This is an optimization exercise on Yosys and OpenROAD, whose aim is small area, not a production implementation.
Function was checked by simulation only, so behaviour that the tests miss may differ from the original.

==> lagoon <==
==> flow/design.v <==
module io_word8 (
    input            clk,
    input            we,
    input            wen,
    input      [7:0] d,
    output reg [7:0] q
);
always @(posedge clk)
    q <= (d & {8{we}}) | (q & {8{wen}});
endmodule
module io_word8r (
    input            clk,
    input            rst,
    input            we,
    input            wen,
    input      [7:0] d,
    output reg [7:0] q
);
always @(posedge clk or posedge rst)
    if (rst) q <= 8'h00;
    else     q <= (d & {8{we}}) | (q & {8{wen}});
endmodule
module io_reg8r (
    input            clk,
    input            rst,
    input      [7:0] d,
    output reg [7:0] q
);
always @(posedge clk or posedge rst)
    if (rst) q <= 8'h00;
    else     q <= d;
endmodule
module io_wsel (
    input  la,     
    input  la_n,   
    input  hw,     
    input  hw_n,   
    input  hr_n,   
    output we,
    output wen,
    output rs
);
assign we  = ~(la_n | hw_n);
assign wen = ~(la & hw);
assign rs  = ~(la_n | hr_n);
endmodule
module io_sel3 (
    input  [2:0] s,
    input  [7:0] a0,
    input  [7:0] a1,
    input  [7:0] a2,
    output [7:0] yn
);
assign yn = ~((a0 & {8{s[0]}}) | (a1 & {8{s[1]}}) | (a2 & {8{s[2]}}));
endmodule
module io_inv #(parameter N = 8) (
    input  [N-1:0] a,
    output [N-1:0] y
);
assign y = ~a;
endmodule
module io_pre2 (
    input  [1:0] a,
    input  [1:0] an,
    output [3:0] y,
    output [3:0] yn
);
assign y  = {~(an[1] | an[0]), ~(an[1] | a[0]), ~(a[1] | an[0]), ~(a[1] | a[0])};
assign yn = {~(a[1] & a[0]), ~(a[1] & an[0]), ~(an[1] & a[0]), ~(an[1] & an[0])};
endmodule
module io_pre2en (
    input        en,
    input  [1:0] a,
    input  [1:0] an,
    output [3:0] yn
);
assign yn = {~(en & a[1] & a[0]), ~(en & a[1] & an[0]), ~(en & an[1] & a[0]), ~(en & an[1] & an[0])};
endmodule
module io_pre3en (
    input        en,
    input  [2:0] a,
    input  [2:0] an,
    output [7:0] yn
);
genvar k;
generate for (k = 0; k < 8; k = k + 1) begin : g
    assign yn[k] = ~(en & (k[2] ? a[2] : an[2]) & (k[1] ? a[1] : an[1]) & (k[0] ? a[0] : an[0]));
end endgenerate
endmodule
module io_or5s2 (
    input  [7:0] n0, n1, n2, n3, n4,
    input  [1:0] s,
    input  [7:0] a0,
    input  [7:0] a1,
    output [7:0] y
);
assign y = ~(n0 & n1 & n2 & n3 & n4) | (a0 & {8{s[0]}}) | (a1 & {8{s[1]}});
endmodule
module io_or11 (
    input  [7:0] n0, n1, n2, n3, n4, n5, n6, n7, n8, n9, n10,
    output [7:0] y
);
assign y = ~(n0 & n1 & n2 & n3 & n4 & n5 & n6 & n7 & n8 & n9 & n10);
endmodule
module io_architecture(
    input CLK, RESET,  
    input [7:0] DATA_IN,  
    input [7:0] IO_ADDR,  
    input [7:0] MEM_ADDR,  
    input [7:0] DMA_DATA,  
    input PIO_READ, PIO_WRITE,  
    input DMA_REQUEST, DMA_ACK,  
    output [7:0] DATA_OUT,  
    output [7:0] MEM_OUT,  
    output reg PIO_STATUS,  
    output reg DMA_STATUS  
);
wire pio_in  = (IO_ADDR[7:4] == 4'd0);           
wire pio_wr  = PIO_WRITE & pio_in & ~RESET;               
wire pio_rd  = ~PIO_WRITE & PIO_READ;             
wire pio_rds = pio_rd & pio_in;                   
wire [7:0] pan;
wire [3:0] pla, pla_n, phw, phw_n, phr_n;
io_inv #(8) pinv (.a({phw_n, IO_ADDR[3:0]}), .y({phw, pan[3:0]}));
io_pre2   ppl  (.a(IO_ADDR[1:0]), .an(pan[1:0]), .y(pla), .yn(pla_n));
io_pre2en pphw (.en(pio_wr),  .a(IO_ADDR[3:2]), .an(pan[3:2]), .yn(phw_n));
io_pre2en pphr (.en(pio_rds), .a(IO_ADDR[3:2]), .an(pan[3:2]), .yn(phr_n));
genvar i;
wire [15:0] pio_we, pio_wen, pio_rs;
wire [7:0]  io_q [15:0];
generate for (i = 0; i < 16; i = i + 1) begin : pio
    io_wsel sel (.la(pla[i%4]), .la_n(pla_n[i%4]), .hw(phw[i/4]), .hw_n(phw_n[i/4]), .hr_n(phr_n[i/4]),
                 .we(pio_we[i]), .wen(pio_wen[i]), .rs(pio_rs[i]));
    io_word8 dev (.clk(CLK), .we(pio_we[i]), .wen(pio_wen[i]), .d(DATA_IN), .q(io_q[i]));
end endgenerate
wire [7:0] pio_n0, pio_n1, pio_n2, pio_n3, pio_n4;
io_sel3 prd0 (.s(pio_rs[2:0]),   .a0(io_q[0]),  .a1(io_q[1]),  .a2(io_q[2]),  .yn(pio_n0));
io_sel3 prd1 (.s(pio_rs[5:3]),   .a0(io_q[3]),  .a1(io_q[4]),  .a2(io_q[5]),  .yn(pio_n1));
io_sel3 prd2 (.s(pio_rs[8:6]),   .a0(io_q[6]),  .a1(io_q[7]),  .a2(io_q[8]),  .yn(pio_n2));
io_sel3 prd3 (.s(pio_rs[11:9]),  .a0(io_q[9]),  .a1(io_q[10]), .a2(io_q[11]), .yn(pio_n3));
io_sel3 prd4 (.s(pio_rs[14:12]), .a0(io_q[12]), .a1(io_q[13]), .a2(io_q[14]), .yn(pio_n4));
wire [7:0] pio_d;
io_or5s2 prdo (.n0(pio_n0), .n1(pio_n1), .n2(pio_n2), .n3(pio_n3), .n4(pio_n4),
               .s({~pio_rd, pio_rs[15]}), .a0(io_q[15]), .a1(DATA_OUT), .y(pio_d));
io_reg8r dout (.clk(CLK), .rst(RESET), .d(pio_d), .q(DATA_OUT));
always @(posedge CLK or posedge RESET)
    if (RESET) PIO_STATUS <= 1'b0;
    else       PIO_STATUS <= PIO_WRITE | PIO_READ;
wire dma_in  = (MEM_ADDR[7:5] == 3'd0);           
wire dma_req = DMA_REQUEST & ~DMA_ACK;            
wire dma_wr  = dma_req & dma_in & ~RESET;                 
wire dma_rds = DMA_ACK & dma_in;                  
wire [7:0] dma_buffer;
io_word8r dbuf (.clk(CLK), .rst(RESET), .we(dma_req), .wen(~dma_req), .d(DMA_DATA), .q(dma_buffer));
wire [4:0] man;
wire [3:0] mla, mla_n;
wire [7:0] mhw, mhw_n, mhr_n;
io_inv #(13) minv (.a({mhw_n, MEM_ADDR[4:0]}), .y({mhw, man}));
io_pre2   mpl   (.a(MEM_ADDR[1:0]), .an(man[1:0]), .y(mla), .yn(mla_n));
io_pre3en mphw  (.en(dma_wr),  .a(MEM_ADDR[4:2]), .an(man[4:2]), .yn(mhw_n));
io_pre3en mphr  (.en(dma_rds), .a(MEM_ADDR[4:2]), .an(man[4:2]), .yn(mhr_n));
wire [31:0] mem_we, mem_wen, mem_rs;
wire [7:0]  mem_q [31:0];
generate for (i = 0; i < 32; i = i + 1) begin : mem
    io_wsel sel (.la(mla[i%4]), .la_n(mla_n[i%4]), .hw(mhw[i/4]), .hw_n(mhw_n[i/4]), .hr_n(mhr_n[i/4]),
                 .we(mem_we[i]), .wen(mem_wen[i]), .rs(mem_rs[i]));
    io_word8 word (.clk(CLK), .we(mem_we[i]), .wen(mem_wen[i]), .d(dma_buffer), .q(mem_q[i]));
end endgenerate
wire [7:0] dma_n [10:0];
generate for (i = 0; i < 10; i = i + 1) begin : mrd
    io_sel3 s (.s(mem_rs[3*i+2:3*i]), .a0(mem_q[3*i]), .a1(mem_q[3*i+1]), .a2(mem_q[3*i+2]), .yn(dma_n[i]));
end endgenerate
io_sel3 mrd10 (.s({~DMA_ACK, mem_rs[31:30]}), .a0(mem_q[30]), .a1(mem_q[31]), .a2(MEM_OUT), .yn(dma_n[10]));
wire [7:0] mem_d;
io_or11 mrdo (.n0(dma_n[0]), .n1(dma_n[1]), .n2(dma_n[2]), .n3(dma_n[3]), .n4(dma_n[4]), .n5(dma_n[5]),
              .n6(dma_n[6]), .n7(dma_n[7]), .n8(dma_n[8]), .n9(dma_n[9]), .n10(dma_n[10]), .y(mem_d));
io_reg8r mout (.clk(CLK), .rst(RESET), .d(mem_d), .q(MEM_OUT));
always @(posedge CLK or posedge RESET)
    if (RESET) DMA_STATUS <= 1'b0;
    else       DMA_STATUS <= dma_req;
endmodule
==> flow/flow/run.sh <==
#!/bin/bash
# The standard layout (the standard.sh, unchanged synthesis, floorplan,
# power grid and tap cells), with two settings passed to ORFS:
#  - port buffers use the smallest buffer cell, buf_1;
#  - the clock tree uses clkbuf_4 buffers on small sink clusters and no
#    dummy loads.
set -euo pipefail
export BUFFER_PORTS_ARGS="-buffer_cell sky130_fd_sc_hd__buf_1"
export CTS_ARGS="-sink_clustering_enable -repair_clock_nets -dont_use_dummy_load -buf_list sky130_fd_sc_hd__clkbuf_4 -sink_clustering_size 10 -sink_clustering_max_diameter 40"
bash standard.sh > standard.log 2>&1
==> flow/standard.sh <==
#!/bin/bash
# synth_recipe.tcl (not shown) runs the flow's synth.tcl, then flattens the netlist and writes it again
# the make line also repeats each setting of config.mk as NAME=value (left out here)
make -C /OpenROAD-flow-scripts/flow DESIGN_CONFIG=/design/flow/config.mk WORK_HOME=/design/flow/orfs CLKGATE_MAP_FILE= SYNTH_SCRIPT=/design/flow/synth_recipe.tcl "${@:-finish}"
==> flow/config.mk <==
export PLATFORM = sky130hd
export DESIGN_NAME = io_architecture
export DESIGN_NICKNAME = io_architecture
export VERILOG_FILES = /design/flow/design.v
export SDC_FILE = /design/flow/constraint.sdc
export NUM_CORES = 4
export LEC_CHECK = 0
export CAP_MARGIN = 20
export CORE_MARGIN = 2
export CORE_UTILIZATION = 50
export SLEW_MARGIN = 20
export SYNTH_HIERARCHICAL = 1
export SYNTH_MINIMUM_KEEP_SIZE = 0
==> flow/constraint.sdc <==
create_clock -name core_clock -period 5.0 [get_ports {CLK}]
set_input_delay 1.0000 -clock core_clock [delete_from_list [all_inputs] [get_ports {CLK}]]
set_output_delay 1.0000 -clock core_clock [all_outputs]
set_load 0.01 [all_outputs]
==> raven: changes against lagoon <==
--- a/flow/design.v
+++ b/flow/design.v
@@ -103,2 +103,32 @@
 assign y = ~(n0 & n1 & n2 & n3 & n4 & n5 & n6 & n7 & n8 & n9 & n10);
+endmodule
+module io_ctl (
+    input  [3:0] io_hi,      
+    input  [2:0] mem_hi,     
+    input        pio_write,
+    input        pio_read,
+    input        dma_request,
+    input        dma_ack,
+    input        reset,
+    output       pio_wr,     
+    output       pio_rds,    
+    output       pio_hold,   
+    output       pio_st,     
+    output       dma_req,    
+    output       dma_reqn,
+    output       dma_wr,     
+    output       dma_rds,    
+    output       dma_hold    
+);
+wire pio_in = ~|io_hi;
+wire dma_in = ~|mem_hi;
+assign pio_wr   = pio_write & pio_in & ~reset;
+assign pio_hold = pio_write | ~pio_read;
+assign pio_rds  = ~pio_hold & pio_in;
+assign pio_st   = pio_write | pio_read;
+assign dma_req  = dma_request & ~dma_ack;
+assign dma_reqn = ~dma_req;
+assign dma_wr   = dma_req & dma_in & ~reset;
+assign dma_rds  = dma_ack & dma_in;
+assign dma_hold = ~dma_ack;
 endmodule
@@ -117,6 +147,7 @@
 );
-wire pio_in  = (IO_ADDR[7:4] == 4'd0);           
-wire pio_wr  = PIO_WRITE & pio_in & ~RESET;               
-wire pio_rd  = ~PIO_WRITE & PIO_READ;             
-wire pio_rds = pio_rd & pio_in;                   
+wire pio_wr, pio_rds, pio_hold, pio_st, dma_req, dma_reqn, dma_wr, dma_rds, dma_hold;
+io_ctl ctl (.io_hi(IO_ADDR[7:4]), .mem_hi(MEM_ADDR[7:5]), .pio_write(PIO_WRITE), .pio_read(PIO_READ),
+            .dma_request(DMA_REQUEST), .dma_ack(DMA_ACK), .reset(RESET),
+            .pio_wr(pio_wr), .pio_rds(pio_rds), .pio_hold(pio_hold), .pio_st(pio_st),
+            .dma_req(dma_req), .dma_reqn(dma_reqn), .dma_wr(dma_wr), .dma_rds(dma_rds), .dma_hold(dma_hold));
 wire [7:0] pan;
@@ -143,3 +174,3 @@
 io_or5s2 prdo (.n0(pio_n0), .n1(pio_n1), .n2(pio_n2), .n3(pio_n3), .n4(pio_n4),
-               .s({~pio_rd, pio_rs[15]}), .a0(io_q[15]), .a1(DATA_OUT), .y(pio_d));
+               .s({pio_hold, pio_rs[15]}), .a0(io_q[15]), .a1(DATA_OUT), .y(pio_d));
 io_reg8r dout (.clk(CLK), .rst(RESET), .d(pio_d), .q(DATA_OUT));
@@ -147,9 +178,5 @@
     if (RESET) PIO_STATUS <= 1'b0;
-    else       PIO_STATUS <= PIO_WRITE | PIO_READ;
-wire dma_in  = (MEM_ADDR[7:5] == 3'd0);           
-wire dma_req = DMA_REQUEST & ~DMA_ACK;            
-wire dma_wr  = dma_req & dma_in & ~RESET;                 
-wire dma_rds = DMA_ACK & dma_in;                  
+    else       PIO_STATUS <= pio_st;
 wire [7:0] dma_buffer;
-io_word8r dbuf (.clk(CLK), .rst(RESET), .we(dma_req), .wen(~dma_req), .d(DMA_DATA), .q(dma_buffer));
+io_word8r dbuf (.clk(CLK), .rst(RESET), .we(dma_req), .wen(dma_reqn), .d(DMA_DATA), .q(dma_buffer));
 wire [4:0] man;
@@ -172,3 +199,3 @@
 end endgenerate
-io_sel3 mrd10 (.s({~DMA_ACK, mem_rs[31:30]}), .a0(mem_q[30]), .a1(mem_q[31]), .a2(MEM_OUT), .yn(dma_n[10]));
+io_sel3 mrd10 (.s({dma_hold, mem_rs[31:30]}), .a0(mem_q[30]), .a1(mem_q[31]), .a2(MEM_OUT), .yn(dma_n[10]));
 wire [7:0] mem_d;
Settings changed: CAP_MARGIN 20 to 5, CORE_UTILIZATION 50 to 70, SLEW_MARGIN 20 to 5.
==> impl_results.md <==
* Reg-to-reg setup timing slack at 3.02 ns
* Core area at 21690 um^2
* Min Hold Slack at 0.3820 ns
* Layout cell share with drive strength beyond 1 at 4.812%
* Max Fclk at 0.3243 GHz
* Layout Cells excl Fill at 1611
* Status: complete, no violations
(the above is from raven)
==> impl_results.md <==
* Status: complete, no violations
* Layout Cells excl Fill at 1729
* Reg-to-reg setup timing slack at 3.20 ns
* Layout cell share with drive strength beyond 1 at 5.105%
* Min Hold Slack at 0.3604 ns
* Max Fclk at 0.3323 GHz
* TritonCTS clock tree: built
(the above is from lagoon)

==> afterwards: timing with drivers on the ports <==
The flow's constraints put no driver on any port. The routed layouts listed below were extracted and timed again, unchanged, in two steps. Step 1 assumes that a clkbuf_16 drives the clock port and a buf_2 every other input. Step 2 times the ports against the registers' clock, not the clock port: input delays grow and output delays shrink by t, the midpoint of the rising clock arrivals with the driver on. a / b / c = no drivers / after step 1 / after step 2; a / b = the first two.
run	shift t [ns]	setup WS [ns]	pins driven straight from the clock port
lagoon	0.777	1.991 / 2.020 / 1.243	1
raven	0.717	1.916 / 1.935 / 1.218	1
After both steps every run listed still meets setup and hold. For lagoon, which loses most, drivers alone change the setup slack by +0.029 ns; drivers and shift together by -0.748 ns.
